This design comes from an exercise in tuning for small area, a short achievable clock period and few clock cycles per item on the open sky130 flow, not from production work.

Design evaluator, start of the top module:
module evaluator(
    input clk_i ,
    input rst_i ,
    input [7:0] a_bi ,
    input [7:0] b_bi ,
    input start_i ,
    output ready,
    output busy_o ,
    output reg [8:0] y_bo
);
    reg [1:0]  st;       
    wire       busy = (st != 2'd0);
    wire       p1   = (st == 2'd1);
    reg [4:0]  top;      
    reg        c12;      
    reg [11:8] nlo;      
    reg [7:0]  rem;      
    reg [3:0]  xq;       
    wire [16:0] t0, t1;
    summator sq_sum(.a1(a_bi), .b1(b_bi), .res0(t0), .res1(t1));
    wire [12:0] lo_sum = t0[11:0] + t1[11:0];
    always @(posedge clk_i) begin
        top <= t0[16:12] + t1[16:12];
        c12 <= lo_sum[12];
        nlo <= lo_sum[11:8];
    end
    reg  [2:0] yt;
    reg  [3:0] rt;
    reg        pos, zero;
    reg  [2:0] e1, e0;
    localparam [959:0] ROOT_TABLE = 960'h00815a22b445540aa815002a005300a60148029005100a201400280048a391471e6a3cd46918d2316222c4444088810c0218042008401040208040008000da69b4d35916b22d221a4433406680c80190031006200c001800249149228e211c4224044808401080200040004a209441140228040008000040;
    always @* {yt, rt, pos, zero, e1, e0} = ROOT_TABLE[{top, c12} * 15 +: 15];
    wire [1:0] n5 = nlo[11:10];
    wire       b5 = pos | (zero & (n5 != 2'd0));
    wire [4:0] ra5 = !b5          ? {rt[2:0], n5} :
                     (n5 != 2'd0) ? {e1, n5 - 2'd1} : {e0, 2'b11};
    wire [5:0] ra4; wire b4;
    sqrt #(5, 4) row4(.rem_i(ra5), .y_i({yt, b5}), .x_i(nlo[9:8]), .rem_o(ra4), .bit_o(b4));
    wire [8:0] rb1; wire bb1;
    wire [9:0] rb2; wire bb2;
    sqrt #(8, 7) rowb1(.rem_i(rem), .y_i(y_bo[6:0]), .x_i(xq[3:2]), .rem_o(rb1), .bit_o(bb1));
    sqrt #(9, 8) rowb2(.rem_i(rb1), .y_i({y_bo[6:0], bb1}), .x_i(xq[1:0]), .rem_o(rb2), .bit_o(bb2));
    assign busy_o = busy;
    assign ready  = ~busy;
    always @(posedge clk_i) begin
        rem <= p1 ? {2'b00, ra4} : rb2[7:0];
        xq  <= p1 ? lo_sum[7:4] : lo_sum[3:0];
    end
    always @(posedge clk_i)
        if (rst_i) begin
            st   <= 2'd0;
            y_bo <= 9'd0;
        end else if (busy) begin
            if (p1)
                y_bo <= {3'd0, yt, b5, b4};
            else
                y_bo <= {y_bo[6:0], bb1, bb2};
            st <= st + 2'd1;
        end else if (start_i)
  ...
Size: about 33 flip-flops, ~0.0049 mm² of cells after synthesis.
==> module evaluator, before the edit <==
module evaluator(
    input clk_i ,
    input rst_i ,
    input [7:0] a_bi ,
    input [7:0] b_bi ,
    input start_i ,
    output ready,
    output busy_o ,
    output reg [8:0] y_bo
);
    reg [1:0]  st;       
    wire       busy = (st != 2'd0);
    wire       p1   = (st == 2'd1);
    reg [4:0]  top;      
    reg        c12;      
    reg [11:8] nlo;      
    reg [7:0]  rem;      
    reg [3:0]  xq;       
    wire [16:0] t0, t1;
    summator sq_sum(.a1(a_bi), .b1(b_bi), .res0(t0), .res1(t1));
    wire [12:0] lo_sum = t0[11:0] + t1[11:0];
    always @(posedge clk_i) begin
        top <= t0[16:12] + t1[16:12];
        c12 <= lo_sum[12];
        nlo <= lo_sum[11:8];
    end
    reg  [2:0] yt;
    reg  [3:0] rt;
    reg        pos, zero;
    reg  [2:0] e1, e0;
    localparam [959:0] ROOT_TABLE = 960'h00815a22b445540aa815002a005300a60148029005100a201400280048a391471e6a3cd46918d2316222c4444088810c0218042008401040208040008000da69b4d35916b22d221a4433406680c80190031006200c001800249149228e211c4224044808401080200040004a209441140228040008000040;
    always @* {yt, rt, pos, zero, e1, e0} = ROOT_TABLE[{top, c12} * 15 +: 15];
    wire [1:0] n5 = nlo[11:10];
    wire       b5 = pos | (zero & (n5 != 2'd0));
    wire [4:0] ra5 = !b5          ? {rt[2:0], n5} :
                     (n5 != 2'd0) ? {e1, n5 - 2'd1} : {e0, 2'b11};
    wire [5:0] ra4; wire b4;
    sqrt #(5, 4) row4(.rem_i(ra5), .y_i({yt, b5}), .x_i(nlo[9:8]), .rem_o(ra4), .bit_o(b4));
    wire [8:0] rb1; wire bb1;
    wire [9:0] rb2; wire bb2;
    sqrt #(8, 7) rowb1(.rem_i(rem), .y_i(y_bo[6:0]), .x_i(xq[3:2]), .rem_o(rb1), .bit_o(bb1));
    sqrt #(9, 8) rowb2(.rem_i(rb1), .y_i({y_bo[6:0], bb1}), .x_i(xq[1:0]), .rem_o(rb2), .bit_o(bb2));
    assign busy_o = busy;
    assign ready  = ~busy;
    always @(posedge clk_i) begin
        rem <= p1 ? {2'b00, ra4} : rb2[7:0];
        xq  <= p1 ? lo_sum[7:4] : lo_sum[3:0];
    end
    always @(posedge clk_i)
        if (rst_i) begin
            st   <= 2'd0;
            y_bo <= 9'd0;
        end else if (busy) begin
            if (p1)
                y_bo <= {3'd0, yt, b5, b4};
            else
                y_bo <= {y_bo[6:0], bb1, bb2};
            st <= st + 2'd1;
        end else if (start_i)
            st <= 2'd1;
endmodule
Settings: LEC_CHECK=0, CAP_MARGIN=20, CORE_MARGIN=2, CORE_UTILIZATION=40, SLEW_MARGIN=20; clock period 4.0 ns.
run.sh (not shown) runs the stock make flow with config.mk's settings and CLKGATE_MAP_FILE= SYNTH_SCRIPT=/design/flow/synth_recipe.tcl, a recipe that flattens the netlist after the stock synthesis.
The starting point completed without violations.
Then changed:
--- a/flow/design.v
+++ b/flow/design.v
@@ -198,54 +198,52 @@
     output busy_o ,
     output reg [8:0] y_bo
 );
-    reg [1:0]  st;       
-    wire       busy = (st != 2'd0);
-    wire       p1   = (st == 2'd1);
+    reg        busy;
+    reg [1:0]  ph;       
     reg [4:0]  top;      
     reg        c12;      
-    reg [11:8] nlo;      
+    reg [11:0] nlo;      
     reg [7:0]  rem;      
-    reg [3:0]  xq;       
     wire [16:0] t0, t1;
     summator sq_sum(.a1(a_bi), .b1(b_bi), .res0(t0), .res1(t1));
     wire [12:0] lo_sum = t0[11:0] + t1[11:0];
     always @(posedge clk_i) begin
         top <= t0[16:12] + t1[16:12];
         c12 <= lo_sum[12];
-        nlo <= lo_sum[11:8];
+        nlo <= lo_sum[11:0];
     end
     reg  [2:0] yt;
     reg  [3:0] rt;
-    reg        pos, zero;
-    reg  [2:0] e1, e0;
-    localparam [959:0] ROOT_TABLE = 960'h00815a22b445540aa815002a005300a60148029005100a201400280048a391471e6a3cd46918d2316222c4444088810c0218042008401040208040008000da69b4d35916b22d221a4433406680c80190031006200c001800249149228e211c4224044808401080200040004a209441140228040008000040;
-    always @* {yt, rt, pos, zero, e1, e0} = ROOT_TABLE[{top, c12} * 15 +: 15];
-    wire [1:0] n5 = nlo[11:10];
-    wire       b5 = pos | (zero & (n5 != 2'd0));
-    wire [4:0] ra5 = !b5          ? {rt[2:0], n5} :
-                     (n5 != 2'd0) ? {e1, n5 - 2'd1} : {e0, 2'b11};
+    localparam [447:0] ROOT_TABLE = 448'h015ab55ab52a53a74a951a342848911e3c68d162c4890e1c285060c080d9b356ad1a3366c993162c1824488d1a244850a040489112240800;
+    always @* {yt, rt} = ROOT_TABLE[{top, c12} * 7 +: 7];
+    wire [4:0] ra5; wire b5;
     wire [5:0] ra4; wire b4;
+    sqrt #(4, 3) row5(.rem_i(rt), .y_i(yt), .x_i(nlo[11:10]), .rem_o(ra5), .bit_o(b5));
     sqrt #(5, 4) row4(.rem_i(ra5), .y_i({yt, b5}), .x_i(nlo[9:8]), .rem_o(ra4), .bit_o(b4));
+    wire [3:0] xq = ph[0] ? nlo[7:4] : nlo[3:0];
     wire [8:0] rb1; wire bb1;
     wire [9:0] rb2; wire bb2;
     sqrt #(8, 7) rowb1(.rem_i(rem), .y_i(y_bo[6:0]), .x_i(xq[3:2]), .rem_o(rb1), .bit_o(bb1));
     sqrt #(9, 8) rowb2(.rem_i(rb1), .y_i({y_bo[6:0], bb1}), .x_i(xq[1:0]), .rem_o(rb2), .bit_o(bb2));
     assign busy_o = busy;
     assign ready  = ~busy;
-    always @(posedge clk_i) begin
-        rem <= p1 ? {2'b00, ra4} : rb2[7:0];
-        xq  <= p1 ? lo_sum[7:4] : lo_sum[3:0];
-    end
+    always @(posedge clk_i)
+        rem <= (ph == 2'd0) ? {2'b00, ra4} : rb2[7:0];
     always @(posedge clk_i)
         if (rst_i) begin
-            st   <= 2'd0;
+            busy <= 1'b0;
+            ph   <= 2'd0;
             y_bo <= 9'd0;
         end else if (busy) begin
-            if (p1)
-                y_bo <= {3'd0, yt, b5, b4};
+            if (ph == 2'd0)
+                y_bo <= {4'd0, yt, b5, b4};
             else
                 y_bo <= {y_bo[6:0], bb1, bb2};
-            st <= st + 2'd1;
+            if (ph == 2'd2) begin
+                ph   <= 2'd0;
+                busy <= 1'b0;
+            end else
+                ph <= ph + 2'd1;
         end else if (start_i)
-            st <= 2'd1;
+            busy <= 1'b1;
 endmodule
With this change the flow finished with setup timing left; register-to-register slack gets worse by 0.33 ns; core utilization rose by 3.8 points; wire length is higher by 3.7%; clock skew rose by 0.0040 ns; die area went down by 3.2%; non-clock buffer count came out higher by 19; hold slack degrades by 0.028 ns; via count decreases by 0.30%; global-route usage is higher by 0.91 points; first-iteration DRC count rises by 28%; worst setup slack degrades by 0.26 ns; clock-buffer cell count decreases by 3.
No functional check of the RTL was part of any run of this note.

[separate check: timing with driven ports]
Ports are ideal in the flow. The routed layouts listed here were re-timed in OpenROAD.
Step 1 (the two cells are an assumption about what drives the block):
set clk [get_ports {clk_i}]
set_driving_cell -lib_cell sky130_fd_sc_hd__clkbuf_16 $clk
set_driving_cell -lib_cell sky130_fd_sc_hd__buf_2 [delete_from_list [all_inputs] $clk]
Step 2 adds t to the input delays and takes it off the output delays; t is the mean of the earliest and latest rising clock arrival at the registers after step 1. Input paths then give back, and output paths get back, about the clock's delay inside the block.
Three values: ideal ports, drivers, drivers and shift; two values: the first two.
run	shift t [ns]	setup WS [ns]	hold slack, ns
the first run	0.313	0.107 / 0.121 / -0.192	0.488 / 0.488 / 0.488
the second run	0.316	-0.157 / -0.157 / -0.157	0.459 / 0.459 / 0.459
Met with ideal ports but missed after step 2: setup timing in the first run. The setup slack of the first run, which loses most, moves by +0.014 ns with the drivers and by -0.299 ns with both steps.
